From an optimization exercise on the open Yosys and OpenROAD flow, aimed at small area; shortcuts taken in it are not production practice.
Only simulation tests tie the RTL to the original design; equivalence was not proved.

==> run a <==
## fir_inst
module fir_inst (
    input                clk,
    input                rst,
    input                data_in_vld,
    input  signed [15:0] data_in,
    output signed [36:0] data_out,
    output reg           data_out_vld
);
Settings: LEC_CHECK=0, CAP_MARGIN=20, CORE_MARGIN=2, CORE_UTILIZATION=62, CTS_CLUSTER_DIAMETER=70, CTS_CLUSTER_SIZE=30, PLACE_DENSITY=0.7, SLEW_MARGIN=20, SYNTH_HIERARCHICAL=1, SYNTH_MINIMUM_KEEP_SIZE=0; clock period 9.0 ns.
standard.sh (not shown) runs the stock make flow with config.mk's settings and CLKGATE_MAP_FILE= SYNTH_SCRIPT=/design/flow/synth_recipe.tcl, a recipe that flattens the netlist after the stock synthesis.
==> flow/flow/run.sh <==
#!/bin/bash
# The standard layout (the standard.sh: standard synthesis, floorplan,
# placement, CTS, routing), with two changes:
#  - clock tree synthesis does not insert dummy loads (the leaf clusters are
#    balanced well enough without them);
#  - the buffer that placement puts on every input and output port is the
#    platform's smallest plain buffer (buf_1) instead of the delay cell that
#    buffer_ports picks by default.
# Everything else, including the synthesis, is the standard flow.
set -euo pipefail
export CTS_ARGS="-sink_clustering_enable -repair_clock_nets -dont_use_dummy_load -sink_clustering_size 30 -sink_clustering_max_diameter 70"
export BUFFER_PORTS_ARGS="-buffer_cell sky130_fd_sc_hd__buf_1"
bash standard.sh > standard_flow.log 2>&1
==> run b (differences from run a) <==
- CORE_UTILIZATION: 62 -> 72
- PLACE_DENSITY: 0.7 -> 0.79
==> summary of the runs <==
- Against run b, the global-route usage of run a is lower by 7.8 points.
- Of run b and run a, run a has the higher hold slack (gap 0.0069 ns).
- In run b the first-iteration DRC count is higher than in run a, by about 9%.
- Run a went through all stages and came out clean. Run b finished with timing, DRC and antenna clean.
- Against run b, the utilization of run a is lower by 10 points.

========
==> branch harbor: inputs <==
Another version of the RTL of fir_inst (not shown whole).
==> flow/config.mk <==
export PLATFORM = sky130hd
export DESIGN_NAME = fir_inst
export DESIGN_NICKNAME = fir_inst
export VERILOG_FILES = /design/flow/design.v
export SDC_FILE = /design/flow/constraint.sdc
export NUM_CORES = 4
export LEC_CHECK = 0
export CAP_MARGIN = 20
export CORE_MARGIN = 2
export CORE_UTILIZATION = 62
export CTS_CLUSTER_DIAMETER = 70
export CTS_CLUSTER_SIZE = 30
export PLACE_DENSITY = 0.7
export SLEW_MARGIN = 20
export SYNTH_HIERARCHICAL = 1
export SYNTH_MINIMUM_KEEP_SIZE = 0
==> flow/constraint.sdc <==
create_clock -name core_clock -period 9.0 [get_ports {clk}]
set_input_delay 1.8000 -clock core_clock [delete_from_list [all_inputs] [get_ports {clk}]]
set_output_delay 1.8000 -clock core_clock [all_outputs]
set_load 0.01 [all_outputs]
Scripts as last shown in full above: flow/flow/run.sh
==> branch delta (differences from branch harbor) <==
--- a/flow/config.mk
+++ b/flow/config.mk
@@ -8,8 +8,8 @@
 export CAP_MARGIN = 20
 export CORE_MARGIN = 2
-export CORE_UTILIZATION = 62
+export CORE_UTILIZATION = 75
 export CTS_CLUSTER_DIAMETER = 70
 export CTS_CLUSTER_SIZE = 30
-export PLACE_DENSITY = 0.7
+export PLACE_DENSITY = 0.82
 export SLEW_MARGIN = 20
 export SYNTH_HIERARCHICAL = 1
==> qor summary <==
| metric | branch harbor | branch delta |
|---|---|---|
| Arrival time worst endpoint | 9.50 ns | 9.28 ns |
| Layer with the highest usage after global routing | met1 | met2 |
| Reg-to-reg setup timing slack | 0.1 ns | 0.29 ns |
| Fraction of final layout cells with drive strength greater than 1 | 2.776% | 2.550% |
| Result of the run | timing/DRC/antenna clean | timing/DRC/antenna clean |
| Finished layout cell area | 0.08938 mm2 | 0.08881 mm2 |
| Endpoint with the worst hold slack | r2_n7706 | r2_n7655 |
| Met1 routing resource usage after global routing | 64.10% | 68.40% |
| Cell Count, Final, Fillers Out | 6974 | 6697 |
| Routed metal-1 wirelength | 112.4 mm | 93.55 mm |
| R2R cell count | 19 | 17 |
| Multi-input gate share of the layout cell area | 49.57% | 49.88% |
| Inserted tap cell count | 1781 | 1500 |
| Clock period minus final worst setup slack | 8.905 ns | 8.705 ns |
| Clock Buffer Count | 89 | 79 |
| Final hold slack | 0.3004 ns | 0.2988 ns |
| Non-clock buffer count in the final layout | 97 | 96 |

[static timing again, ports no longer ideal]
The flow's constraints put no driver on any port. The routed layouts listed below were extracted and timed again, unchanged, in two steps. Step 1 assumes that a clkbuf_16 drives the clock port and a buf_2 every other input. Step 2 adds t to the input delays and takes it off the output delays; t is the mean of the earliest and latest rising clock arrival at the registers after step 1. Input paths then give back, and output paths get back, about the clock's delay inside the block. Slacks: no drivers / after step 1 / after step 2; pairs: no drivers / after step 1.
| run | t (ns) | setup slack, ns | worst hold slack (ns) | slew at the worst register clock pin (ns) |
|---|---|---|---|---|
| run a | 0.817 | 0.507 / 0.507 / 0.507 | 0.335 / 0.335 / 0.335 | 0.11 / 0.11 |
| run b | 0.809 | 0.441 / 0.441 / 0.441 | 0.328 / 0.328 / 0.328 | 0.11 / 0.11 |
| branch harbor | 0.794 | 0.095 / 0.095 / 0.095 | 0.300 / 0.300 / 0.300 | 0.11 / 0.11 |
| branch delta | 0.795 | 0.295 / 0.295 / 0.295 | 0.299 / 0.299 / 0.299 | 0.12 / 0.12 |
After both steps every run listed still meets setup and hold.
